Background: an optimization exercise with open tools, aiming at small area, a short achievable clock period and few clock cycles per item. Do not read the settings as production practice. Where RTL was checked, it was by simulation tests only, not by an equivalence proof against the original. Only the layout flow was run in run 1; the RTL was not checked for function there. The clock port is modelled as an ideal driver; clocking choices that lean on that would not hold on a real chip.

## flow/design.v (module list and top-level ports; edited modules follow where they fit)
// module SNN: 1704 lines
// module FA: 3 lines
// module ADD8: 3 lines
// module ADD8P1: 3 lines
// module SGN1: 4 lines
// module SGN2: 4 lines
module SNN(
	clk,
	rst_n,
	in_valid,
	img,
	ker,
	weight,
	out_valid,
	out_data
);
  // ...
==> flow/flow/run.sh <==
#!/bin/bash
set -o pipefail
cp standard.sh standard_sh.log
export BUFFER_PORTS_ARGS="-buffer_cell sky130_fd_sc_hd__buf_2"
bash standard.sh > standard.log 2>&1
==> flow/standard.sh <==
#!/bin/bash
# synth_recipe.tcl (not shown) runs the flow's synth.tcl, then flattens the netlist and writes it again
# the make line also repeats each setting of config.mk as NAME=value (left out here)
make -C /OpenROAD-flow-scripts/flow DESIGN_CONFIG=/design/flow/config.mk WORK_HOME=/design/flow/orfs CLKGATE_MAP_FILE= SYNTH_SCRIPT=/design/flow/synth_recipe.tcl "${@:-finish}"
==> flow/config.mk <==
export PLATFORM = sky130hd
export DESIGN_NAME = SNN
export DESIGN_NICKNAME = SNN
export VERILOG_FILES = /design/flow/design.v
export SDC_FILE = /design/flow/constraint.sdc
export NUM_CORES = 4
export LEC_CHECK = 0
export CAP_MARGIN = 40
export CORE_MARGIN = 2
export CORE_UTILIZATION = 40
export SLEW_MARGIN = 60
export SYNTH_HIERARCHICAL = 1
==> flow/constraint.sdc <==
create_clock -name core_clock -period 25.0 [get_ports {clk}]
set_input_delay 5.0000 -clock core_clock [delete_from_list [all_inputs] [get_ports {clk}]]
set_output_delay 5.0000 -clock core_clock [all_outputs]
set_load 0.01 [all_outputs]
==> flow_summary.ini, run 1 <==
[setup_path]
r2r_slack_ns = 19.13
r2r-start = sr1[7]
crit_path_end = out_data[3]

[hold_path]
hold_class = reg2reg
hold_depth = 0

[sta]
setup_viol = 0
worstMarginPinSlew_ns = 0.585
fin_hold_ws_ns = 0.320
rsz0062_at_grt = no

[clocking]
cts.sinks = 393
post_cts_resized = 0
post_cts_buffers = 0

[yosys]
synth_top_area_cell = fa_1
syn_inst = 2811
yosysUniqueCellTypes = 72
seq_area_frac_synth = 0.291
yosysMostFrequentCell = fa_1

[place]
place_inst = 3781

[layout]
seq_cells = 393
fin_nets = 3654

[global_route]
gr-total-overflow = 0
gr-max-usage-layer = met2
met1_usage = 0.247
grt_max_degree = 43

[routing]
drc = 0
wl_per_cell_um = 20.7

[run_status]
status = finished clean

[floorplan]
fp.dieW_um = 292
==> inputs of run 2 (changes only) <==
--- a/flow/design.v
+++ b/flow/design.v
@@ -1668,17 +1668,17 @@
 		FA u_fa (.a(dv_h0[gi]), .b(dv_h1[gi]), .c(pms[gi]), .s(cmp_s[gi]), .co(cmp_c[gi]));
 	end else begin : g_ha
 		assign cmp_s[gi] = dv_h0[gi] ^ dv_h1[gi];
 		assign cmp_c[gi] = dv_h0[gi] & dv_h1[gi];
 	end
 end endgenerate
 wire cmp1, cmp2;
 SGN1 u_cmp1 (.a(cmp_s), .b({cmp_c[8:0], 1'b0}), .y(cmp1));
-SGN2 u_cmp2 (.a(cmp_s), .b({cmp_c[8:0], 1'b0}), .y(cmp2));
+SGN1 u_cmp2 (.a(cmp_s), .b({cmp_c[8:0], 1'b1}), .y(cmp2));
 wire fgt = dv_c ? cmp1 : cmp2;
 always @(posedge clk) begin
 	if (d_en0 && (d_first || fgt)) pm0 <= fq;
 	if (d_en1 && (d_first || fgt)) pm1 <= fq;
 end
 always @(posedge clk) begin
 	x1_n <= fc_sum_n;
 	x2_n <= x1_n;
@@ -1710,12 +1710,8 @@
 endmodule
 module ADD8P1(input [7:0] a, input [7:0] b, output [7:0] y);
 assign y = a - ~b;
 endmodule
 module SGN1(input [9:0] a, input [9:0] b, output y);
 wire [9:0] t = a - ~b;
 assign y = t[9];
 endmodule
-module SGN2(input [9:0] a, input [9:0] b, output y);
-wire [9:0] t = a + b + 10'd2;
-assign y = t[9];
-endmodule
==> flow/config.mk (replaced) <==
export PLATFORM = sky130hd
export DESIGN_NAME = SNN
export DESIGN_NICKNAME = SNN
export VERILOG_FILES = /design/flow/design.v
export SDC_FILE = /design/flow/constraint.sdc
export NUM_CORES = 4
export LEC_CHECK = 0
export CAP_MARGIN = 40
export CORE_MARGIN = 2
export CORE_UTILIZATION = 65
export SLEW_MARGIN = 60
export SYNTH_HIERARCHICAL = 1
==> run 2 against run 1 <==
  * Still clean
  * Fmax decreased by 0.72%
  * Synthesized cell count decreased by 1.0%
  * Critical path depth increased by 18
  * Critical path type is now reg2reg
  * Largest cell class unchanged
  * Highest routed layer unchanged
==> flow_summary.ini, run 2 <==
[clocking]
clk_pin_slew_ns = 0.06
post_cts_buffers = 0
post_cts_resized = 0
cts_tree = built
htreeDepth = 2
clock_path_buffers = 3
clkLatencyLatePin_ns = 0.58
cts_buffers = 44
clockRootBuffer = clkbuf_16
ctsHoldBuffers = 0
cts.sinks = 393

[routing]
wl_per_cell_um = 23.0
drc = 0
drt_iter0_drc = 1441
viasPerCell = 5.87
dr_total_vias = 20200
wl_um = 79100
drtAntennaViolNets = 0
dr.pass1.iters = 7

[global_route]
grt.total_usage = 0.321
gr-total-overflow = 0
met1_usage = 0.406
first_global_vias = 23000
grt_pass1_wl_um = 127000
antenna_found_initial = 0
grt_use_met3 = 0.0537
gr-max-usage-layer = met2
grtUsageMet2 = 0.537
grt_max_degree = 43

[sta]
rsz0062_at_grt = no
fin_hold_ws_ns = 0.323
finalSetupTns_ns = 0
period_needed_ns = 6.12
worstMarginPinSlew_ns = 0.593
slew_viol_final = 0
timing.final.crit_share = 0.245
fin_worst_skew_ns = 0.0261
slew_headroom = 0.603
setup_viol = 0
report.final.hold_viol_count = 0
fmax_mhz = 163

[yosys]
ys_ff_latch = 393
syn_inst = 2782
avgSynthCellArea_um2 = 11.8
seq_area_frac_synth = 0.292
synthTopCellsByArea = fa_1 (42%), edfxtp_1 (15%), dfxtp_1 (12%)
synth_warnings = 7
yosysMostFrequentCell = fa_1
synth_top_area_cell = fa_1
async_reset_ff_frac = 0.0712
syn_area_um2 = 33000
synthFlopType = dfxtp_1
synth_common_cells = fa_1 (688), nand2_1 (633), inv_1 (221)
synth_edf_count = 162
yosysUniqueCellTypes = 71
yosysTopAreaCellShare = 0.418

[layout]
synthToLayoutAreaGrowth_pct = 6.60
mostFrequentLayoutCell = fa_1
reg_top3 = cs0: 18 flops, cs1: 18 flops
layout_common_cells = fa_1 (688), nand2_1 (633), inv_1 (220), dfxtp_1 (194), ha_1 (174)
fin_nets = 3615
diodes = 0
drive_gt1_frac = 0.0652

[floorplan]
fp.dieW_um = 229
fp.dieH_um = 229
row_count = 82
dieArea_um2 = 52500
initial_utilization = 0.658
pin_count = 38
coreArea_um2 = 50100

[setup_path]
r2r_slack_ns = 18.88
r2r-start = sr1[7]
crit_path_start = sr1[7]
rr_endpoint = acc_hi_n[8]
crit_path_start_kind = flop
endpoint_kind = flop
crit_type = reg2reg
crit_path_end = acc_hi_n[8]
reg2reg_depth = 19
worst_ep_arrival_time_ns = 6.54
cp_data_required_time_ns = 25.42
path_max_fanout = 17

[place]
gp_congestion = 0.944
hpwl_um = 62700
place.port_buffers = 37

[hold_path]
hold_class = reg2reg

[run_status]
status = finished clean

[run]
drv_cap = 0
-- run 2: changes by cell type in the layout (fill, tap and decap cells not counted), sizes merged, moves of 7 or more --
| cell | change |
|---|---|
| inv | -16 |
| a211oi | -7 |
| and3 | +7 |
| o211ai | -9 |
| nor2 | +14 |
| nand2 | -13 |
-- run 2: modules after synthesis, one instance, submodules excluded --
module  flip-flops and latches  cells
SNN                        393   1967
ADD8P1                       0     49
ADD8                         0     42
SGN1                         0     21
FA                           0      1
-- run 2: kinds of logic (layout without fill, tap and decap cells) --
| logic type | count (synthesis) | count (layout) | share of synthesized area |
|---|---|---|---|
| buf+inv | 368 | 348 | 0.0419 |
| other cells | 2 | 2 | 0.000228 |
| simple gates | 883 | 883 | 0.115 |
| xor+xnor | 62 | 62 | 0.0171 |
| flops | 393 | 393 | 0.292 |
| fa+ha+maj | 862 | 862 | 0.484 |
| compound gates | 172 | 172 | 0.0359 |
| mux | 40 | 40 | 0.0134 |
-- run 2: layout make-up --
| cell class | instances | area (µm²) |
|---|---|---|
| flip-flops and latches | 393 | 9640 |
| inverters | 221 | 830 |
| well taps | 672 | 841 |
| clock buffers | 60 | 1280 |
| repair buffers | 45 | 262 |
| multi-input cells | 2021 | 22000 |
| clock inverters | 22 | 267 |
| fillers | 3629 | 14900 |
-- run 2: layer usage --
| layer | vias up | part of all wire |
|---|---|---|
| met1 | 10500 | 0.37 |
| met5 | - | 0 |
| met2 | 792 | 0.51 |
| met3 | 256 | 0.059 |
| met4 | 0 | 0.060 |
| li1 | 8635 | - |
-- run 2: worst max-delay path, cell delays in order (launching register included) --
cell and delay (ns):
dfxtp_2 0.59, nand2_1 0.14, fa_1 0.52, fa_1 0.53
fa_1 0.52, fa_1 0.52, fa_1 0.52, fa_1 0.49
inv_1 0.08, ha_1 0.17, inv_1 0.06, fa_1 0.39
nand2_1 0.09, nand2_1 0.05, a21oi_1 0.26, o21bai_1 0.10
a21oi_1 0.32, o21bai_1 0.12, a21oi_1 0.20, xnor2_1 0.28
-- run 2: metrics by stage --
stage                     utilization  area, µm²  cells  worst slack [ns]
after global routing            0.702      35100   3434             18.58
after floorplan                     -      33000   2782             18.58
final                           0.702      35100   3434             18.88
after detailed placement        0.670      33500   3351             19.10
after CTS                       0.701      35100   3433             18.88
after global placement          0.669      33500   3349             18.96
-- run 2: worst min path at each step --
stage               to  slack [ns]  depth (start not counted)  startpoint
3_5_place_dp    sr4[0]        0.31                          0      sr3[0]
4_1_cts         sr9[2]        0.31                          0      sr8[2]
3_3_place_gp   sr10[4]        0.31                          0      sr9[4]
2_1_floorplan  sr10[0]        0.31                          0      sr9[0]
6_report        sr9[2]        0.32                          0      sr8[2]
5_1_grt         sr5[2]        0.33                          0      sr4[2]
Testbench counts of run 2, summed over its fixed seeds: cycles 9,984, items 128.
==> inputs of run 3 (changes only) <==
--- a/flow/config.mk
+++ b/flow/config.mk
@@ -9,4 +9,5 @@
 export CORE_MARGIN = 2
 export CORE_UTILIZATION = 65
+export CTS_BUF_LIST = sky130_fd_sc_hd__clkbuf_8
 export SLEW_MARGIN = 60
 export SYNTH_HIERARCHICAL = 1
==> run 3 against run 2 <==
  * Fmax decreased by 0.61%
  * Worst setup slack worse by 0.037 ns
  * Flip-flop and latch count stayed put
  * Design area shrank 0.65%
  * Die area stayed put
  * Highest routed layer unchanged
==> flow_summary.ini, run 3 <==
[yosys]
async_reset_ff_frac = 0.0712
synthTopCellsByArea = fa_1 (42%), edfxtp_1 (15%), dfxtp_1 (12%)
synth_edf_count = 162
yosysMostFrequentCell = fa_1
yosysTopAreaCellShare = 0.418
synthFlopType = dfxtp_1
syn_inst = 2782
synth_top_area_cell = fa_1
syn_area_um2 = 33000
seq_area_frac_synth = 0.292
yosysUniqueCellTypes = 71
synth_common_cells = fa_1 (688), nand2_1 (633), inv_1 (221)
avgSynthCellArea_um2 = 11.8
ys_ff_latch = 393
synth_warnings = 7

[clocking]
clk_pin_slew_ns = 0.06
clkLatencyLatePin_ns = 0.67
clock_path_buffers = 3
ctsHoldBuffers = 0
cts_tree = built
clockRootBuffer = clkbuf_8
post_cts_buffers = 0
post_cts_resized = 0
cts_buffers = 67
htreeDepth = 3
cts.sinks = 393

[floorplan]
fp.dieW_um = 229
fp.dieH_um = 229
dieArea_um2 = 52500
row_count = 82
coreArea_um2 = 50100
initial_utilization = 0.658
pin_count = 38

[setup_path]
critPathTopFamily = flip-flops
r2r_slack_ns = 19.02
path_cells = buf_2
crit_slowest_cell = dfrtp_1
endpoint_kind = output port
cp_data_required_time_ns = 20.00
path_max_fanout = 1
cpPeakStageDelay_ns = 0.37
crit_path_start_kind = flop
cp.buffers_inverters = 1
crit_type = reg2out
worst_ep_arrival_time_ns = 1.16

[sta]
setup_ws_ns = 18.84
fmax_mhz = 162
setup_viol = 0
slew_headroom = 0.603
report.final.hold_viol_count = 0
finalSetupTns_ns = 0
period_needed_ns = 6.16
worstMarginPinSlew_ns = 0.591
timing.final.crit_share = 0.246
slew_viol_final = 0
rsz0062_at_grt = no
fin_worst_skew_ns = 0.0301

[global_route]
gr-total-overflow = 0
antenna_found_initial = 0
grt_max_degree = 43
grt_pass1_wl_um = 128000
first_global_vias = 23100
grt.total_usage = 0.323

[layout]
mostFrequentLayoutCell = fa_1
diodes = 0
fin_nets = 3637
final_area_um2 = 34900
layout_common_cells = fa_1 (688), nand2_1 (633), inv_1 (247), dfxtp_1 (194), ha_1 (174)
reg_top3 = cs0: 18 flops, cs1: 18 flops
drive_gt1_frac = 0.0714
fin_cells = 3475
synthToLayoutAreaGrowth_pct = 5.91

[routing]
viasPerCell = 5.82
wl_per_cell_um = 22.8
drt_iter0_drc = 1491
dr_total_vias = 20200
drtAntennaViolNets = 0
wl_um = 79100
dr.pass1.iters = 6
drc = 0

[place]
place.port_buffers = 37
gp_congestion = 0.944
dpl-instance-area_um2 = 33500
hpwl_um = 62700
dp_slack_ns = 19.10
place_inst = 3351

[hold_path]
hold_class = reg2reg

[run_status]
status = finished clean

[run]
drv_cap = 0
-- run 3: cell counts after synthesis --
Identical to the previous run, type by type.
-- run 3: area by class of cell --
cell class	instances	area [µm²]
fill	3707	15200
clock inverter	45	272
clock buffer	79	1090
multi-input combinational	2021	22000
sequential	393	9640
timing repair buffer	44	241
inverter	221	830
tap	672	841
-- run 3: logic make-up after synthesis --
| kind of cell | after synthesis | share of synthesized area |
|---|---|---|
| other | 2 | 0.000228 |
| multiplexers | 40 | 0.0134 |
| adder cells (fa/ha/maj) | 862 | 0.484 |
| XOR/XNOR | 62 | 0.0171 |
| AO/OA/AOI/OAI | 172 | 0.0359 |
| flip-flops | 393 | 0.292 |
| AND/OR/NAND/NOR | 883 | 0.115 |
| buffers and inverters | 368 | 0.0419 |
-- run 3: Yosys stat by module, one instance, submodules excluded --
module / flip-flops and latches / area (µm²)
ADD8P1: 0 / 347
FA: 0 / 20.0
ADD8: 0 / 332
SGN1: 0 / 189
SNN: 393 / 18300
-- run 3: per-stage QoR --
step / hold WS, ns / utilization
global placement: 0.310 / 0.669
global route: 0.300 / 0.697
CTS: 0.292 / 0.697
detailed placement: 0.312 / 0.670
finish: 0.309 / 0.697
floorplan: 0.310 / -
-- run 3: final timing paths --
path                            cells past startpoint        start           to
max in group asynchronous                           1        rst_n       cnt[5]
worst min register to register                      0       sr4[2]       sr5[2]
min in group asynchronous                           1        rst_n       cnt[0]
worst max-delay path                                1  out_data[6]  out_data[6]
worst max register to register                     19       sr1[7]  acc_hi_n[8]
worst min-delay path                                0       sr4[2]       sr5[2]
-- run 3: layer usage --
layer  routed length [µm]  vias to the layer above  global-route usage
met5                    0                        -                   0
met4                 4590                        0               0.171
met3                 5050                      255              0.0570
met2                40100                      823               0.536
met1                29400                    10500               0.410
li1                     -                     8687                   -
==> inputs of run 4 (changes only) <==
--- a/flow/config.mk
+++ b/flow/config.mk
@@ -8,6 +8,7 @@
 export CAP_MARGIN = 40
 export CORE_MARGIN = 2
-export CORE_UTILIZATION = 65
-export CTS_BUF_LIST = sky130_fd_sc_hd__clkbuf_8
+export CORE_UTILIZATION = 40
+export CTS_CLUSTER_DIAMETER = 140
+export CTS_CLUSTER_SIZE = 26
 export SLEW_MARGIN = 60
 export SYNTH_HIERARCHICAL = 1
==> run 4 against run 3 <==
  * Die area up 61%
  * Fmax up 0.88%
  * Worst setup slack better by 0.053 ns
  * Design area down 0.55%
  * Utilization down 27 points
  * Via count down 2.0%
==> flow_summary.ini, run 4 <==
[floorplan]
row_count = 105
fp.dieH_um = 291
initial_utilization = 0.403
dieArea_um2 = 84700
coreArea_um2 = 81800
pin_count = 38
fp.dieW_um = 291

[routing]
wl_um = 79300
dr_total_vias = 19800
viasPerCell = 5.23
drtAntennaViolNets = 0
drc = 0
drt_iter0_drc = 1408
wl_per_cell_um = 20.9
dr.pass1.iters = 5

[layout]
final_area_um2 = 34700
reg_top3 = cs0: 18 flops, cs1: 18 flops
fin_cells = 3789
drive_gt1_frac = 0.0508
diodes = 0
mostFrequentLayoutCell = fa_1
fin_nets = 3594
layout_common_cells = fa_1 (688), nand2_1 (633), inv_1 (219), dfxtp_1 (193), ha_1 (174)
synthToLayoutAreaGrowth_pct = 5.33

[yosys]
synth_edf_count = 162
syn_area_um2 = 33000
async_reset_ff_frac = 0.0712
synth_warnings = 7
synthFlopType = dfxtp_1
synth_top_area_cell = fa_1
avgSynthCellArea_um2 = 11.8
syn_inst = 2782
ys_ff_latch = 393
synth_common_cells = fa_1 (688), nand2_1 (633), inv_1 (221)
yosysMostFrequentCell = fa_1
yosysUniqueCellTypes = 71
synthTopCellsByArea = fa_1 (42%), edfxtp_1 (15%), dfxtp_1 (12%)
seq_area_frac_synth = 0.292
yosysTopAreaCellShare = 0.418

[setup_path]
crit_type = reg2out
crit_path_start_kind = flop
crit_path_start = out_data[4]
cp.buffers_inverters = 1
reg2reg_depth = 16
r2r-start = k7[3]
cpPeakStageDelay_ns = 0.39
crit_slowest_cell = dfrtp_1
worst_ep_arrival_time_ns = 1.11
rr_endpoint = acc_hi_n[7]
cp_data_required_time_ns = 20.00
path_max_fanout = 1
path_cells = buf_2
critPathTopFamily = flip-flops
endpoint_kind = output port
r2r_slack_ns = 19.16

[place]
dpl-instance-area_um2 = 34100
hpwl_um = 64200
gp_congestion = 0.940
place_inst = 3752
place.port_buffers = 37

[clocking]
cts_tree = built
cts.sinks = 393
clk_pin_slew_ns = 0.10
ctsHoldBuffers = 0
post_cts_resized = 0
post_cts_buffers = 0
clock_path_buffers = 3
cts_buffers = 20
clockRootBuffer = clkbuf_16
clkLatencyLatePin_ns = 0.59
htreeDepth = 1

[global_route]
grt_max_degree = 43
gr-total-overflow = 0
grt.total_usage = 0.193
first_global_vias = 22600
antenna_found_initial = 1
grt_pass1_wl_um = 127000

[hold_path]
hold_class = reg2reg
hold_start = sr10[2]
min_to = sr11[2]
hold_depth = 0

[sta]
finalSetupTns_ns = 0
fin_worst_skew_ns = 0.0286
rsz0062_at_grt = no
report.final.hold_viol_count = 0
slew_viol_final = 0
fin_hold_ws_ns = 0.320
worstMarginPinSlew_ns = 0.626
slew_headroom = 0.580
fmax_mhz = 164
period_needed_ns = 6.11
timing.final.crit_share = 0.244
setup_viol = 0

[run_status]
status = finished clean

[run]
drv_cap = 0
[run 4: area by class of cell]
| type | instances | area (µm²) |
|---|---|---|
| sequential | 393 | 9650 |
| tap | 1070 | 1340 |
| multi-input combinational | 2021 | 22000 |
| clock inverter | 6 | 80.1 |
| fill | 7526 | 47100 |
| clock buffer | 30 | 538 |
| inverter | 221 | 830 |
| timing repair buffer | 48 | 289 |
[run 4: worst max-delay path by stage]
| stage | cells past startpoint | to | slack (ns) |
|---|---|---|---|
| 3_5_place_dp | 16 | acc_hi_n[7] | 18.98 |
| 3_3_place_gp | 16 | acc_hi_n[7] | 18.89 |
| 2_1_floorplan | 5 | w0[0] | 18.58 |
| 5_1_grt | 21 | out_data[2] | 18.79 |
| 6_report | 1 | out_data[4] | 18.89 |
| 4_1_cts | 1 | out_data[4] | 18.85 |
[run 4: cell families (layout without fill, tap and decap cells)]
group,after synthesis,count (layout),synth area share
AO/OA/AOI/OAI,172,172,0.0359
XOR/XNOR,62,62,0.0171
adder cells (fa/ha/maj),862,862,0.484
buffers and inverters,368,305,0.0419
flip-flops,393,393,0.292
multiplexers,40,40,0.0134
other,2,2,0.000228
AND/OR/NAND/NOR,883,883,0.115
[run 4: metrics by stage]
step                      utilization  worst slack, ns
after floorplan                     -            18.58
after global placement          0.415            18.89
after detailed placement        0.416            18.98
after CTS                       0.424            18.85
after global routing            0.424            18.79
final                           0.424            18.89
[run 4: per-layer routing]
layer  track usage  share of wire  routed length [µm]  vias to the layer above
met3        0.0202          0.050                3930                      150
li1              -              -                   -                     8557
met4        0.0655          0.038                2980                        0
met5             0              0                   0                        -
met2         0.336           0.51               40500                      642
met1         0.253           0.40               31900                    10500
[run 4: modules after synthesis (local to each module, per instance)]
module | times used | cells | flip-flops and latches | area, µm²
SNN | 1 | 1967 | 393 | 18300
ADD8P1 | 1 | 49 | 0 | 347
ADD8 | 1 | 42 | 0 | 332
SGN1 | 2 | 21 | 0 | 189
FA | 682 | 1 | 0 | 20.0
==> inputs of run 5 (changes only) <==
--- a/flow/config.mk
+++ b/flow/config.mk
@@ -9,6 +9,4 @@
 export CORE_MARGIN = 2
 export CORE_UTILIZATION = 40
-export CTS_CLUSTER_DIAMETER = 140
-export CTS_CLUSTER_SIZE = 26
 export SLEW_MARGIN = 60
 export SYNTH_HIERARCHICAL = 1
==> run 5 against run 4 <==
  * Utilization grew 1.1 points
  * Via count grew 0.91%
  * Critical path depth is the same
  * Still clean on timing, DRC and antenna
  * Flip-flop and latch count is the same
  * Critical endpoint unchanged
  * Die area is the same
  * Design area grew 2.6%
  * Register-to-register slack is essentially flat
  * Synthesized cell count is the same
  * Sequential share of layout area shrank 0.71 points
  * Worst setup slack gained 0.0019 ns
  * Area after synthesis is the same
==> flow_summary.ini, run 5 <==
[yosys]
syn_inst = 2782
yosysTopAreaCellShare = 0.418
yosysUniqueCellTypes = 71
synth_warnings = 7
syn_area_um2 = 33000
ys_ff_latch = 393
synthFlopType = dfxtp_1
synthTopCellsByArea = fa_1 (42%), edfxtp_1 (15%), dfxtp_1 (12%)
synth_edf_count = 162
yosysMostFrequentCell = fa_1
synth_top_area_cell = fa_1
seq_area_frac_synth = 0.292
avgSynthCellArea_um2 = 11.8
synth_common_cells = fa_1 (688), nand2_1 (633), inv_1 (221)
async_reset_ff_frac = 0.0712

[sta]
slew_viol_final = 0
worstMarginPinSlew_ns = 0.601
fin_worst_skew_ns = 0.0379
report.final.hold_viol_count = 0
setup_viol = 0
rsz0062_at_grt = no
finalSetupTns_ns = 0
fmax_mhz = 164
period_needed_ns = 6.10
slew_headroom = 0.599
timing.final.crit_share = 0.244

[global_route]
grt.total_usage = 0.196
antenna_found_initial = 1
grt_pass1_wl_um = 128000
first_global_vias = 22700
grt_max_degree = 43
gr-total-overflow = 0

[setup_path]
r2r_slack_ns = 19.15
endpoint_kind = output port
critPathTopFamily = flip-flops
cp.buffers_inverters = 1
rr_endpoint = acc_hi_n[8]
path_max_fanout = 1
cpPeakStageDelay_ns = 0.37
cp_data_required_time_ns = 20.00
worst_ep_arrival_time_ns = 1.10
r2r-start = k7[5]
crit_slowest_cell = dfrtp_1
crit_path_start = out_data[4]
crit_path_start_kind = flop
reg2reg_depth = 19
path_cells = buf_2
crit_type = reg2out

[floorplan]
dieArea_um2 = 84700
pin_count = 38
fp.dieH_um = 291
coreArea_um2 = 81800
fp.dieW_um = 291
row_count = 105
initial_utilization = 0.403

[routing]
viasPerCell = 5.21
wl_um = 80200
drt_iter0_drc = 1390
drc = 0
wl_per_cell_um = 20.9
dr.pass1.iters = 9
dr_total_vias = 20000
drtAntennaViolNets = 0

[layout]
synthToLayoutAreaGrowth_pct = 8.08
final_area_um2 = 35600
fin_nets = 3619
fillers = 7473
layout_common_cells = fa_1 (688), nand2_1 (633), inv_1 (219), dfxtp_1 (193), ha_1 (174)
drive_gt1_frac = 0.0683
reg_top3 = cs0: 18 flops, cs1: 18 flops
mostFrequentLayoutCell = fa_1
diodes = 0

[hold_path]
hold_depth = 0
min_to = sr4[7]
hold_class = reg2reg
hold_start = sr3[7]

[run_status]
status = finished clean

[place]
dpl-instance-area_um2 = 34100
place.port_buffers = 37
gp_congestion = 0.940
hpwl_um = 64200

[clocking]
ctsHoldBuffers = 0
cts.sinks = 393
clock_path_buffers = 3
post_cts_resized = 0
cts_buffers = 45
clk_pin_slew_ns = 0.06
post_cts_buffers = 0
cts_tree = built
clockRootBuffer = clkbuf_16
htreeDepth = 2
clkLatencyLatePin_ns = 0.60

[run]
drv_cap = 0
==> run 5: cell count changes in the layout (fill, tap and decap cells not counted) <==
cell / before / now
clkinvlp_4: 0 / 1
xnor2_1: 48 / 47
clkbuf_1: 10 / 8
inv_6: 1 / 5
clkinv_2: 1 / 3
clkinv_4: 1 / 5
clkinv_8: 1 / 2
clkbuf_2: 0 / 2
inv_4: 0 / 1
clkbuf_16: 20 / 47
xnor2_2: 1 / 2
clkbuf_8: 0 / 8
==> run 5: cell type report <==
cell class / instances / area (µm²) / area share
multi-input cells: 2021 / 22000 / 0.618
flip-flops and latches: 393 / 9650 / 0.271
well taps: 1070 / 1340 / 0.0376
clock buffers: 65 / 1330 / 0.0372
inverters: 221 / 830 / 0.0233
repair buffers: 48 / 289 / 0.00811
clock inverters: 19 / 190 / 0.00534
==> run 5: how the worst max path moves through the flow <==
stage                        to  slack (ns)  cells after the start
floorplan                 w0[0]       18.58                      5
global placement    acc_hi_n[7]       18.89                     16
detailed placement  acc_hi_n[7]       18.98                     16
CTS                 out_data[4]       18.85                      1
global route        out_data[0]       18.72                     21
finish              out_data[4]       18.90                      1
==> run 5: worst reg2reg max path: stages (launching register included) <==
cell	delay [ns]
edfxtp_1	0.61
nand2_1	0.15
fa_1	0.59
fa_1	0.46
fa_1	0.52
fa_1	0.53
fa_1	0.54
fa_1	0.45
inv_1	0.07
ha_1	0.18
inv_1	0.06
fa_1	0.39
nand2_1	0.10
nand2_1	0.05
a21oi_1	0.32
o21bai_1	0.11
a21oi_1	0.23
o21bai_1	0.09
a21oi_1	0.17
xnor2_1	0.13
==> run 5: metal layers <==
| layer | wire (µm) | vias up | track usage | share of wire |
|---|---|---|---|---|
| li1 | - | 8636 | - | - |
| met1 | 32000 | 10500 | 0.251 | 0.40 |
| met2 | 40600 | 678 | 0.336 | 0.51 |
| met3 | 4370 | 166 | 0.0272 | 0.054 |
| met4 | 3260 | 0 | 0.0772 | 0.041 |
| met5 | 0 | - | 0 | 0 |
==> run 5: logic make-up after synthesis <==
group	after synthesis	share of synthesized area
simple gates	883	0.115
xor+xnor	62	0.0171
fa+ha+maj	862	0.484
other cells	2	0.000228
buf+inv	368	0.0419
mux	40	0.0134
compound gates	172	0.0359
flops	393	0.292
==> run 5: through the flow <==
stage / hold WS [ns] / setup slack, ns / cells / util
4_1_cts: 0.322 / 18.85 / 3836 / 0.435
3_5_place_dp: 0.312 / 18.98 / 3752 / 0.416
2_1_floorplan: 0.310 / 18.58 / 2782 / -
6_report: 0.321 / 18.90 / 3837 / 0.435
3_3_place_gp: 0.310 / 18.89 / 3748 / 0.415
5_1_grt: 0.329 / 18.72 / 3837 / 0.435
==> run 5: per-module statistics from Yosys (local to each module, per instance) <==
| module | area (µm²) | copies in the design |
|---|---|---|
| SGN1 | 189 | 2 |
| SNN | 18300 | 1 |
| ADD8 | 332 | 1 |
| FA | 20.0 | 682 |
| ADD8P1 | 347 | 1 |
==> inputs of run 6 (changes only) <==
--- a/flow/config.mk
+++ b/flow/config.mk
@@ -9,4 +9,6 @@
 export CORE_MARGIN = 2
 export CORE_UTILIZATION = 40
+export CTS_CLUSTER_DIAMETER = 100
+export CTS_CLUSTER_SIZE = 22
 export SLEW_MARGIN = 60
 export SYNTH_HIERARCHICAL = 1
==> run 6 against run 5 <==
  * Count of clock-buffer cells in the layout fell by 26
  * First-iteration DRC count about the same
  * Register-to-register slack improved by 0.02 ns
  * Synthesized cell count unchanged
  * Critical path type unchanged
==> flow_summary.ini, run 6 <==
[setup_path]
path_cells = buf_2
path_max_fanout = 1
crit_type = reg2out
endpoint_kind = output port
cp.buffers_inverters = 1
cpPeakStageDelay_ns = 0.37
critPathTopFamily = flip-flops
crit_slowest_cell = dfrtp_1
worst_ep_arrival_time_ns = 1.10
crit_path_start_kind = flop
cp_data_required_time_ns = 20.00

[yosys]
synthTopCellsByArea = fa_1 (42%), edfxtp_1 (15%), dfxtp_1 (12%)
async_reset_ff_frac = 0.0712
synth_edf_count = 162
synth_top_area_cell = fa_1
syn_area_um2 = 33000
yosysMostFrequentCell = fa_1
avgSynthCellArea_um2 = 11.8
synthFlopType = dfxtp_1
yosysTopAreaCellShare = 0.418
ys_ff_latch = 393
syn_inst = 2782
synth_common_cells = fa_1 (688), nand2_1 (633), inv_1 (221)
yosysUniqueCellTypes = 71
synth_warnings = 7
seq_area_frac_synth = 0.292

[place]
hpwl_um = 64200
gp_congestion = 0.940
place_inst = 3752
place.port_buffers = 37

[sta]
setup_viol = 0
report.final.hold_viol_count = 0
fin_worst_skew_ns = 0.0230
fmax_mhz = 164
finalSetupTns_ns = 0
slew_viol_final = 0
slew_headroom = 0.580
worstMarginPinSlew_ns = 0.626
period_needed_ns = 6.10
rsz0062_at_grt = no
timing.final.crit_share = 0.244

[layout]
diodes = 0
synthToLayoutAreaGrowth_pct = 6.23
mostFrequentLayoutCell = fa_1
drive_gt1_frac = 0.0553
multi_input_area_um2 = 22000
layout_common_cells = fa_1 (688), nand2_1 (633), inv_1 (219), dfxtp_1 (193), ha_1 (174)
fillers = 7498
fin_cells = 3802
reg_top3 = cs0: 18 flops, cs1: 18 flops
fin_nets = 3601
ff_latch_area_um2 = 9650

[floorplan]
dieArea_um2 = 84700
row_count = 105
coreArea_um2 = 81800
pin_count = 38
initial_utilization = 0.403
fp.dieW_um = 291
fp.dieH_um = 291

[clocking]
post_cts_resized = 0
htreeDepth = 1
clockRootBuffer = clkbuf_16
clkLatencyLatePin_ns = 0.60
cts_tree = built
ctsHoldBuffers = 0
clock_path_buffers = 3
cts_buffers = 26
cts.sinks = 393
clk_pin_slew_ns = 0.09
post_cts_buffers = 0

[run_status]
status = finished clean

[hold_path]
hold_class = reg2reg

[routing]
drt_iter0_drc = 1391
dr.pass1.iters = 5
drtAntennaViolNets = 0
dr_total_vias = 19800
wl_um = 79300
drc = 0
viasPerCell = 5.22
wl_per_cell_um = 20.9

[run]
drv_cap = 0

[global_route]
antenna_found_initial = 1
gr-total-overflow = 0
first_global_vias = 22500
grt.total_usage = 0.193
grt_max_degree = 43
grt_pass1_wl_um = 127000
run 6: cell counts after synthesis:
No cell type changed its count.
run 6: Yosys stat by module (local to each module, per instance):
module,flip-flops and latches,cells inside,area [µm²],copies in the design
ADD8,0,42,332,1
ADD8P1,0,49,347,1
FA,0,1,20.0,682
SGN1,0,21,189,2
SNN,393,1967,18300,1
run 6: stage by stage:
stage          hold slack, ns  instance area, µm²  setup slack, ns   util
2_1_floorplan           0.310               33000            18.58      -
3_3_place_gp            0.310               34000            18.89  0.415
3_5_place_dp            0.312               34100            18.98  0.416
4_1_cts                 0.332               35000            18.85  0.427
5_1_grt                 0.337               35000            18.73  0.428
6_report                0.329               35000            18.90  0.428
run 6: cell families (layout without fill, tap and decap cells):
family,Yosys count,count (layout),share of synthesized area
AND/OR/NAND/NOR,883,883,0.115
adder cells (fa/ha/maj),862,862,0.484
flip-flops,393,393,0.292
buffers and inverters,368,318,0.0419
AO/OA/AOI/OAI,172,172,0.0359
XOR/XNOR,62,62,0.0171
multiplexers,40,40,0.0134
other,2,2,0.000228
run 6: path summary, 6_finish.rpt:
| kind | from | endpoint | slack, ns | depth (start not counted) |
|---|---|---|---|---|
| setup / recovery | out_data[2] | out_data[2] | 18.90 | 1 |
| hold / removal | sr4[7] | sr5[7] | 0.33 | 0 |
| setup reg to reg | k7[5] | acc_hi_n[7] | 19.17 | 16 |
| hold reg to reg | sr4[7] | sr5[7] | 0.33 | 0 |
| max in group asynchronous | rst_n | fc_psel | 20.36 | 1 |
| min in group asynchronous | rst_n | out_data[0] | 4.32 | 1 |
run 6: routing by layer:
metal,up-vias,GRT usage,share of wire
met3,141,0.0221,0.051
met4,0,0.0636,0.037
met2,667,0.337,0.51
met1,10400,0.251,0.40
met5,-,0,0
li1,8585,-,-
run 6: area by class of cell:
| class | count | area share |
|---|---|---|
| Sequential cell | 393 | 0.275 |
| Inverter | 221 | 0.0237 |
| Clock inverter | 9 | 0.00414 |
| Tap cell | 1070 | 0.0382 |
| Multi-Input combinational cell | 2021 | 0.628 |
| Clock buffer | 39 | 0.0218 |
| Timing Repair Buffer | 49 | 0.00847 |
==> inputs of run 7 (changes only) <==
--- a/flow/config.mk
+++ b/flow/config.mk
@@ -9,6 +9,6 @@
 export CORE_MARGIN = 2
 export CORE_UTILIZATION = 40
-export CTS_CLUSTER_DIAMETER = 100
-export CTS_CLUSTER_SIZE = 22
+export CTS_CLUSTER_DIAMETER = 120
+export CTS_CLUSTER_SIZE = 20
 export SLEW_MARGIN = 60
 export SYNTH_HIERARCHICAL = 1
==> run 7 against run 6 <==
  * Still clean on timing, DRC and antenna
  * Clock skew barely moved
  * Flip-flop and latch count stayed put
  * Largest cell class unchanged
  * Highest routed layer unchanged
==> flow_summary.ini, run 7 <==
[run_status]
status = finished clean

[setup_path]
path_max_fanout = 1
critPathTopFamily = flip-flops
cpPeakStageDelay_ns = 0.38
rr_endpoint = acc_hi_n[8]
crit_path_start = out_data[4]
crit_slowest_cell = dfrtp_1
path_cells = buf_2
endpoint_kind = output port
cp.buffers_inverters = 1
crit_type = reg2out
cp_data_required_time_ns = 20.00
worst_ep_arrival_time_ns = 1.09
r2r-start = k7[5]
crit_path_end = out_data[4]
crit_path_start_kind = flop
worst-path-stages = 1
reg2reg_depth = 19
r2r_slack_ns = 19.14

[hold_path]
hold_depth = 0
hold_class = reg2reg

[layout]
fillers = 7526
fin_nets = 3601
utilization = 0.427
synthToLayoutAreaGrowth_pct = 6.04
mostFrequentLayoutCell = fa_1
layout_common_cells = fa_1 (688), nand2_1 (633), inv_1 (219), dfxtp_1 (193), ha_1 (174)
drive_gt1_frac = 0.0542
reg_top3 = cs0: 18 flops, cs1: 18 flops
diodes = 0

[global_route]
grt_pass1_wl_um = 127000
grt_max_degree = 43
gr-total-overflow = 0
antenna_found_initial = 1
first_global_vias = 22600
grt.total_usage = 0.193

[place]
place.port_buffers = 37
hpwl_um = 64200
gp_congestion = 0.940

[sta]
rsz0062_at_grt = no
slew_headroom = 0.611
period_needed_ns = 6.09
slew_viol_final = 0
report.final.hold_viol_count = 0
fmax_mhz = 164
worstMarginPinSlew_ns = 0.580
setup_viol = 0
finalSetupTns_ns = 0
fin_worst_skew_ns = 0.0232
timing.final.crit_share = 0.244

[clocking]
ctsHoldBuffers = 0
clk_pin_slew_ns = 0.08
cts_tree = built
clock_path_buffers = 3
cts.sinks = 393
post_cts_resized = 0
clkLatencyLatePin_ns = 0.60
post_cts_buffers = 0
cts_buffers = 26
htreeDepth = 1
clockRootBuffer = clkbuf_16

[floorplan]
coreArea_um2 = 81800
fp.dieW_um = 291
pin_count = 38
row_count = 105
initial_utilization = 0.403
fp.dieH_um = 291
dieArea_um2 = 84700

[yosys]
syn_inst = 2782
ys_ff_latch = 393
async_reset_ff_frac = 0.0712
synth_edf_count = 162
synth_common_cells = fa_1 (688), nand2_1 (633), inv_1 (221)
syn_area_um2 = 33000
synth_top_area_cell = fa_1
yosysMostFrequentCell = fa_1
yosysTopAreaCellShare = 0.418
synthTopCellsByArea = fa_1 (42%), edfxtp_1 (15%), dfxtp_1 (12%)
synth_warnings = 7
synthFlopType = dfxtp_1
yosysUniqueCellTypes = 71
avgSynthCellArea_um2 = 11.8
seq_area_frac_synth = 0.292

[routing]
dr.pass1.iters = 5
drt_iter0_drc = 1349
wl_um = 79400
wl_per_cell_um = 20.9
viasPerCell = 5.21
drc = 0
drtAntennaViolNets = 0
dr_total_vias = 19800

[run]
drv_cap = 0
[run 7: cell types whose count changed in the layout (fill, tap and decap cells not counted), sizes merged]
cell,change
inv,-3
bufinv,-1
clkbuf,+4
[run 7: metrics by stage]
step	cells	area, µm²	worst slack [ns]	hold WS [ns]
2_1_floorplan	2782	33000	18.58	0.310
3_3_place_gp	3748	34000	18.89	0.310
3_5_place_dp	3752	34100	18.98	0.312
4_1_cts	3800	34900	18.86	0.322
5_1_grt	3802	35000	18.73	0.336
6_report	3802	35000	18.91	0.329
[run 7: worst min-delay path by stage]
stage            start  slack, ns  endpoint
2_1_floorplan   sr9[0]       0.31   sr10[0]
3_3_place_gp    sr2[3]       0.31    sr3[3]
3_5_place_dp    sr2[3]       0.31    sr3[3]
4_1_cts        sr10[2]       0.32   sr11[2]
5_1_grt         sr4[7]       0.34    sr5[7]
6_report        sr4[7]       0.33    sr5[7]
[run 7: worst register-to-register path: stages (launching register included)]
cell      delay [ns]
edfxtp_1        0.62
nand2_1         0.15
fa_1            0.60
fa_1            0.47
fa_1            0.52
fa_1            0.53
fa_1            0.54
fa_1            0.45
inv_1           0.07
ha_1            0.18
inv_1           0.06
fa_1            0.39
nand2_1         0.10
nand2_1         0.05
a21oi_1         0.32
o21bai_1        0.11
a21oi_1         0.23
o21bai_1        0.09
a21oi_1         0.17
xnor2_1         0.13
[run 7: layout make-up]
type,instances,area (µm²),area share
multi-input combinational,2021,22000,0.630
sequential,393,9650,0.276
tap,1070,1340,0.0383
inverter,221,830,0.0237
clock buffer,43,767,0.0219
timing repair buffer,49,297,0.00848
clock inverter,5,70.1,0.00200
[run 7: logic make-up (layout without fill, tap and decap cells)]
group,count (synthesis),count (layout),synth area share
and+or+nand+nor,883,883,0.115
other,2,2,0.000228
adders and majority gates,862,862,0.484
DFF,393,393,0.292
muxes,40,40,0.0134
buffers and inverters,368,318,0.0419
xor gates and xnor gates,62,62,0.0171
AOI/OAI and AO/OA,172,172,0.0359
[run 7: routing by layer]
metal,GRT usage,share of wire,vias up
met5,0,0,-
met4,0.0746,0.043,0
met3,0.0251,0.050,158
met2,0.331,0.50,596
met1,0.250,0.40,10500
li1,-,-,8583
[run 7: modules after synthesis (local to each module, per instance)]
module / area, µm² / flip-flops and latches / copies in the design
ADD8: 332 / 0 / 1
ADD8P1: 347 / 0 / 1
FA: 20.0 / 0 / 682
SGN1: 189 / 0 / 2
SNN: 18300 / 393 / 1
==> inputs of run 8 (changes only) <==
==> flow/flow/run.sh (replaced) <==
#!/bin/bash
set -eo pipefail
cp standard.sh standard_sh.log
export BUFFER_PORTS_ARGS="-buffer_cell sky130_fd_sc_hd__buf_2"
bash standard.sh cts > standard_cts.log 2>&1
ODB=$(ls orfs/results/*/SNN/base/4_cts.odb)
ODB=$ODB openroad -no_init -exit flow/unroot.tcl > unroot.log 2>&1
bash standard.sh finish > standard_finish.log 2>&1
==> flow/flow/unroot.tcl (new file) <==
# Drop the clock tree's root buffer: the clock port then drives the first
# level of the tree directly (it has only a few loads there).
set f $::env(ODB)
read_db $f
set block [ord::get_db_block]
set clk_bterm [$block findBTerm clk]
set clk_net [$clk_bterm getNet]
set loads {}
foreach it [$clk_net getITerms] { lappend loads $it }
if {[llength $loads] != 1} { puts "UNROOT: clock port has [llength $loads] loads, left as is"; exit 0 }
set root [[lindex $loads 0] getInst]
set master [[$root getMaster] getName]
if {![string match "sky130_fd_sc_hd__clkbuf_*" $master]} { puts "UNROOT: root is $master, left as is"; exit 0 }
set out_net ""
foreach it [$root getITerms] {
  if {[$it isOutputSignal]} { set out_net [$it getNet] }
}
set moved {}
foreach it [$out_net getITerms] {
  if {[$it getInst] != $root} { lappend moved $it }
}
if {[llength $moved] > 4} { puts "UNROOT: root drives [llength $moved] cells, left as is"; exit 0 }
foreach it $moved {
  $it disconnect
  $it connect $clk_net
}
puts "UNROOT: removed [$root getName] ($master), clock port now drives [llength $moved] cells"
odb::dbInst_destroy $root
odb::dbNet_destroy $out_net
write_db $f
--- a/flow/config.mk
+++ b/flow/config.mk
@@ -6,9 +6,9 @@
 export NUM_CORES = 4
 export LEC_CHECK = 0
-export CAP_MARGIN = 40
+export CAP_MARGIN = 20
 export CORE_MARGIN = 2
 export CORE_UTILIZATION = 40
 export CTS_CLUSTER_DIAMETER = 120
 export CTS_CLUSTER_SIZE = 20
-export SLEW_MARGIN = 60
+export SLEW_MARGIN = 20
 export SYNTH_HIERARCHICAL = 1
==> run 8 against run 7 <==
  * Utilization down 0.25 points
  * Die area unchanged
  * Critical path depth up 15
  * Global-route usage about the same
  * Area after synthesis unchanged
  * First-iteration DRC count down 3.6%
==> flow_summary.ini, run 8 <==
[place]
place.port_buffers = 37
place_inst = 3748
dpl-instance-area_um2 = 34000
gp_congestion = 0.940
hpwl_um = 64100

[routing]
dr_total_vias = 19800
wl_per_cell_um = 20.8
dr.pass1.iters = 7
drtAntennaViolNets = 0
viasPerCell = 5.21
wl_um = 79000
drc = 0
drt_iter0_drc = 1301

[clocking]
htreeDepth = 1
cts.sinks = 393
clock_path_buffers = 3
clkLatencyLatePin_ns = 0.46
cts_tree = built
cts_buffers = 25
clk_pin_slew_ns = 0.09
clockRootBuffer = clkbuf_16
post_cts_resized = 0
ctsHoldBuffers = 0
post_cts_buffers = 0

[layout]
fin_nets = 3594
reg_top3 = cs0: 18 flops, cs1: 18 flops
mostFrequentLayoutCell = fa_1
synthToLayoutAreaGrowth_pct = 5.42
fillers = 7641
fin_cells = 3795
layout_common_cells = fa_1 (688), nand2_1 (633), inv_1 (221), dfxtp_1 (203), ha_1 (174)
final_area_um2 = 34700
drive_gt1_frac = 0.0433

[floorplan]
fp.dieW_um = 291
fp.dieH_um = 291
row_count = 105
coreArea_um2 = 81800
pin_count = 38
initial_utilization = 0.403
dieArea_um2 = 84700

[yosys]
async_reset_ff_frac = 0.0712
yosysTopAreaCellShare = 0.418
synthTopCellsByArea = fa_1 (42%), edfxtp_1 (15%), dfxtp_1 (12%)
syn_inst = 2782
ys_ff_latch = 393
synth_edf_count = 162
yosysMostFrequentCell = fa_1
synth_top_area_cell = fa_1
synth_warnings = 7
synth_common_cells = fa_1 (688), nand2_1 (633), inv_1 (221)
avgSynthCellArea_um2 = 11.8
syn_area_um2 = 33000
synthFlopType = dfxtp_1
yosysUniqueCellTypes = 71
seq_area_frac_synth = 0.292

[hold_path]
hold_start = sr10[6]
hold_class = reg2reg

[sta]
period_needed_ns = 6.32
fmax_mhz = 158
setup_viol = 0
slew_headroom = 0.400
rsz0062_at_grt = no
slew_viol_final = 0
report.final.hold_viol_count = 0
worstMarginPinSlew_ns = 0.900
finalSetupTns_ns = 0
timing.final.crit_share = 0.253
fin_worst_skew_ns = 0.0274

[setup_path]
crit_slowest_cell = dfxtp_1
worst_ep_arrival_time_ns = 6.59
r2r-start = sr1[7]
crit_top_cell = fa_1
cp_data_required_time_ns = 25.28
endpoint_kind = flop
path_max_fanout = 17
cpPeakStageDelay_ns = 0.77
crit_path_start = sr1[7]
crit_path_start_kind = flop
crit_type = reg2reg
path_cells = nand2_1 > fa_1 > fa_1 > fa_1 > fa_1 > fa_1 > fa_1 > ha_1 > nor2b_1 > o21ai_0 > a21boi_0 > o21a_1 > nor2_1 > o21bai_1 > a21o_1 > xor2_1

[global_route]
grt.total_usage = 0.193
first_global_vias = 22500
antenna_found_initial = 1
gr-total-overflow = 0
grt_pass1_wl_um = 127000
grt_max_degree = 43

[run]
drv_cap = 0

[run_status]
status = finished clean
==> run 8: cell counts after synthesis <==
No cell type changed its count.
==> run 8: area by class of cell <==
type	instances	area, µm²	share of cell area
Multi-Input combinational cell	2021	22000	0.632
Sequential cell	393	9630	0.277
Tap cell	1070	1340	0.0385
Inverter	221	830	0.0239
Clock buffer	39	657	0.0189
Timing Repair Buffer	44	250	0.00720
Clock inverter	6	73.8	0.00212
Antenna cell	1	2.50	0.0000720
==> run 8: per-module statistics from Yosys, one instance, submodules excluded <==
| module | cell area [µm²] | cells inside | flip-flops and latches | times used |
|---|---|---|---|---|
| SGN1 | 189 | 21 | 0 | 2 |
| ADD8 | 332 | 42 | 0 | 1 |
| FA | 20.0 | 1 | 0 | 682 |
| ADD8P1 | 347 | 49 | 0 | 1 |
| SNN | 18300 | 1967 | 393 | 1 |
==> run 8: routing by layer <==
metal / GRT usage / up-vias / share of wire
met1: 0.251 / 10400 / 0.40
met2: 0.331 / 615 / 0.50
met4: 0.0748 / 0 / 0.043
li1: - / 8588 / -
met3: 0.0231 / 154 / 0.049
met5: 0 / - / 0
==> run 8: critical path: cells and delay by family (launching register included) <==
| kind | cells | cell delay, ns |
|---|---|---|
| AO/OA/AOI/OAI | 5 | 0.88 |
| AND/OR/NAND/NOR | 3 | 0.50 |
| adder cells (fa/ha/maj) | 7 | 3.40 |
| flip-flops | 1 | 0.77 |
| XOR/XNOR | 1 | 0.56 |
==> run 8: worst paths after layout <==
kind                               endpoint  slack [ns]  depth (start not counted)
worst max-delay path            acc_hi_n[7]       18.68                         16
worst min-delay path                sr11[6]        0.33                          0
worst max register to register  acc_hi_n[7]       18.68                         16
worst min register to register      sr11[6]        0.33                          0
max in group asynchronous           fc_psel       19.99                          1
min in group asynchronous       out_data[2]        4.57                          1
==> run 8: metrics by stage <==
step / util / worst slack (ns) / hold slack (ns)
finish: 0.425 / 18.68 / 0.330
global route: 0.425 / 18.36 / 0.332
CTS: 0.424 / 18.75 / 0.330
detailed placement: 0.415 / 18.77 / 0.313
global placement: 0.415 / 18.89 / 0.310
floorplan: - / 18.58 / 0.310
==> run 8: cells by family (layout without fill, tap and decap cells) <==
family / Yosys count / count (layout) / share of synthesized area
compound gates: 172 / 172 / 0.0359
xor+xnor: 62 / 62 / 0.0171
fa+ha+maj: 862 / 862 / 0.484
buf+inv: 368 / 310 / 0.0419
flops: 393 / 393 / 0.292
mux: 40 / 40 / 0.0134
other cells: 2 / 3 / 0.000228
simple gates: 883 / 883 / 0.115
==> inputs of run 9 (changes only) <==
--- a/flow/config.mk
+++ b/flow/config.mk
@@ -6,9 +6,9 @@
 export NUM_CORES = 4
 export LEC_CHECK = 0
-export CAP_MARGIN = 20
+export CAP_MARGIN = 40
 export CORE_MARGIN = 2
 export CORE_UTILIZATION = 40
 export CTS_CLUSTER_DIAMETER = 120
 export CTS_CLUSTER_SIZE = 20
-export SLEW_MARGIN = 20
+export SLEW_MARGIN = 60
 export SYNTH_HIERARCHICAL = 1
==> run 9 against run 8 <==
  * Still clean on timing, DRC and antenna
  * Critical path depth shrank 15
  * Die area unchanged
  * Largest cell class unchanged
==> flow_summary.ini, run 9 <==
[run_status]
status = finished clean

[layout]
diodes = 0
fillers = 7528
final_area_um2 = 34900
reg_top3 = cs0: 18 flops, cs1: 18 flops
layout_common_cells = fa_1 (688), nand2_1 (633), inv_1 (219), dfxtp_1 (193), ha_1 (174)
mostFrequentLayoutCell = fa_1
fin_nets = 3600
synthToLayoutAreaGrowth_pct = 5.96
drive_gt1_frac = 0.0538

[hold_path]
hold_depth = 0
hold_class = reg2reg

[setup_path]
path_max_fanout = 1
cp_data_required_time_ns = 20.00
worst_ep_arrival_time_ns = 0.95
worst-path-stages = 1
crit_slowest_cell = dfrtp_1
endpoint_kind = output port
crit_path_start_kind = flop
path_cells = buf_2
critPathTopFamily = flip-flops
cpPeakStageDelay_ns = 0.37
cp.buffers_inverters = 1
reg2reg_depth = 19
crit_type = reg2out

[floorplan]
dieArea_um2 = 84700
row_count = 105
fp.dieH_um = 291
coreArea_um2 = 81800
pin_count = 38
initial_utilization = 0.403
fp.dieW_um = 291

[sta]
period_needed_ns = 5.95
slew_headroom = 0.607
fmax_mhz = 168
finalSetupTns_ns = 0
slew_viol_final = 0
rsz0062_at_grt = no
worstMarginPinSlew_ns = 0.585
fin_worst_skew_ns = 0.0236
timing.final.crit_share = 0.238
report.final.hold_viol_count = 0
setup_viol = 0

[yosys]
synth_top_area_cell = fa_1
yosysTopAreaCellShare = 0.418
seq_area_frac_synth = 0.292
synth_warnings = 7
synth_edf_count = 162
syn_inst = 2782
async_reset_ff_frac = 0.0712
yosysMostFrequentCell = fa_1
ys_ff_latch = 393
synth_common_cells = fa_1 (688), nand2_1 (633), inv_1 (221)
avgSynthCellArea_um2 = 11.8
syn_area_um2 = 33000
yosysUniqueCellTypes = 71
synthFlopType = dfxtp_1
synthTopCellsByArea = fa_1 (42%), edfxtp_1 (15%), dfxtp_1 (12%)

[routing]
dr.pass1.iters = 5
dr_total_vias = 19800
drc = 0
wl_um = 79300
viasPerCell = 5.21
drtAntennaViolNets = 0
wl_per_cell_um = 20.9
drt_iter0_drc = 1404

[clocking]
post_cts_buffers = 0
cts_tree = built
clockRootBuffer = clkbuf_16
clock_path_buffers = 3
post_cts_resized = 0
htreeDepth = 1
clkLatencyLatePin_ns = 0.46
cts_buffers = 26
ctsHoldBuffers = 0
cts.sinks = 393
clk_pin_slew_ns = 0.08

[global_route]
grt_max_degree = 43
grt_use_met3 = 0.0241
met1_usage = 0.250
grtUsageMet2 = 0.331
first_global_vias = 22500
gr-total-overflow = 0
gr-max-usage-layer = met2
grt_pass1_wl_um = 127000
grt.total_usage = 0.193
antenna_found_initial = 1

[place]
dpl-instance-area_um2 = 34100
place.port_buffers = 37
hpwl_um = 64200
gp_congestion = 0.940

[run]
drv_cap = 0
## run 9: cell count changes in the layout (fill, tap and decap cells not counted), moves of 3 or more
cell,change
dfrtp_2,+3
dfxtp_1,-10
dfrtp_1,-3
buf_6,+3
clkbuf_16,+3
dfxtp_2,+10
## run 9: final cells by class
type / instances / area, µm² / area share
tap: 1070 / 1340 / 0.0383
clock buffer: 42 / 742 / 0.0212
sequential: 393 / 9650 / 0.276
clock inverter: 5 / 70.1 / 0.00201
multi-input combinational: 2021 / 22000 / 0.630
timing repair buffer: 49 / 297 / 0.00849
inverter: 221 / 830 / 0.0238
## run 9: Yosys stat by module (local to each module, per instance)
| module | copies in the design | flip-flops and latches | cell area (µm²) |
|---|---|---|---|
| FA | 682 | 0 | 20.0 |
| SNN | 1 | 393 | 18300 |
| ADD8P1 | 1 | 0 | 347 |
| SGN1 | 2 | 0 | 189 |
| ADD8 | 1 | 0 | 332 |
## run 9: logic make-up after synthesis
kind of cell               share of synthesized area
xor gates and xnor gates                      0.0171
muxes                                         0.0134
DFF                                            0.292
AOI/OAI and AO/OA                             0.0359
and+or+nand+nor                                0.115
buffers and inverters                         0.0419
other                                       0.000228
adders and majority gates                      0.484
## run 9: worst register-to-register path, delay by kind of cell (launching register included)
family / cells / cell delay [ns]
compound gates: 5 / 0.92
xor+xnor: 1 / 0.13
buf+inv: 2 / 0.13
flops: 1 / 0.61
simple gates: 3 / 0.31
fa+ha+maj: 8 / 3.68
## run 9: stage by stage
step            util  hold WS (ns)  setup WS (ns)  cells
2_1_floorplan      -         0.310          18.58   2782
3_3_place_gp   0.415         0.310          18.89   3748
3_5_place_dp   0.416         0.312          18.98   3752
4_1_cts        0.426         0.322          18.86   3800
5_1_grt        0.427         0.336          18.73   3801
6_report       0.427         0.329          19.05   3801
## run 9: path summary, 6_finish.rpt
path	slack, ns	to	startpoint
min in group asynchronous	4.47	out_data[0]	rst_n
worst min register to register	0.33	sr5[7]	sr4[7]
max in group asynchronous	20.21	fc_psel	rst_n
worst min-delay path	0.33	sr5[7]	sr4[7]
worst max register to register	19.14	acc_hi_n[8]	k7[5]
worst max-delay path	19.05	out_data[4]	out_data[4]
## run 9: per-layer routing
metal,up-vias,part of all wire
met5,-,0
met4,0,0.043
met3,157,0.051
met2,607,0.50
met1,10500,0.40
li1,8578,-

==> separate check: timing with driven ports <==
The flow's constraints put no driver on any port. The routed layouts listed below were extracted and timed again, unchanged, in two steps.
Step 1 sets driving cells, clkbuf_16 on the clock port and buf_2 on the other inputs (assumed; they add their load-dependent delay and slew).
Step 2 times the ports against the registers' clock, not the clock port: input delays grow and output delays shrink by t, the midpoint of the rising clock arrivals with the driver on.
Slacks: no drivers / after step 1 / after step 2; pairs: no drivers / after step 1.
run | shift t [ns] | slack for setup (ns) | worst hold slack (ns) | worst register clock-pin slew, ns
run 1 | 0.641 | 18.923 / 18.863 / 19.135 | 0.320 / 0.320 / 0.320 | 0.08 / 0.08
run 2 | 0.633 | 18.879 / 18.857 / 18.879 | 0.323 / 0.323 / 0.323 | 0.07 / 0.07
run 3 | 0.708 | 18.841 / 18.785 / 19.021 | 0.309 / 0.309 / 0.309 | 0.07 / 0.07
run 4 | 0.633 | 18.895 / 18.833 / 19.157 | 0.320 / 0.320 / 0.320 | 0.12 / 0.12
run 5 | 0.643 | 18.897 / 18.837 / 19.154 | 0.321 / 0.321 / 0.321 | 0.07 / 0.07
run 6 | 0.647 | 18.900 / 18.839 / 19.173 | 0.329 / 0.329 / 0.329 | 0.10 / 0.10
run 7 | 0.643 | 18.910 / 18.850 / 19.142 | 0.329 / 0.329 / 0.329 | 0.09 / 0.09
run 8 | 0.523 | 18.684 / 18.684 / 18.684 | 0.330 / 0.330 / 0.330 | 0.10 / 0.10
run 9 | 0.522 | 19.051 / 18.972 / 19.142 | 0.329 / 0.329 / 0.329 | 0.09 / 0.09
After both steps every run listed still meets setup and hold.
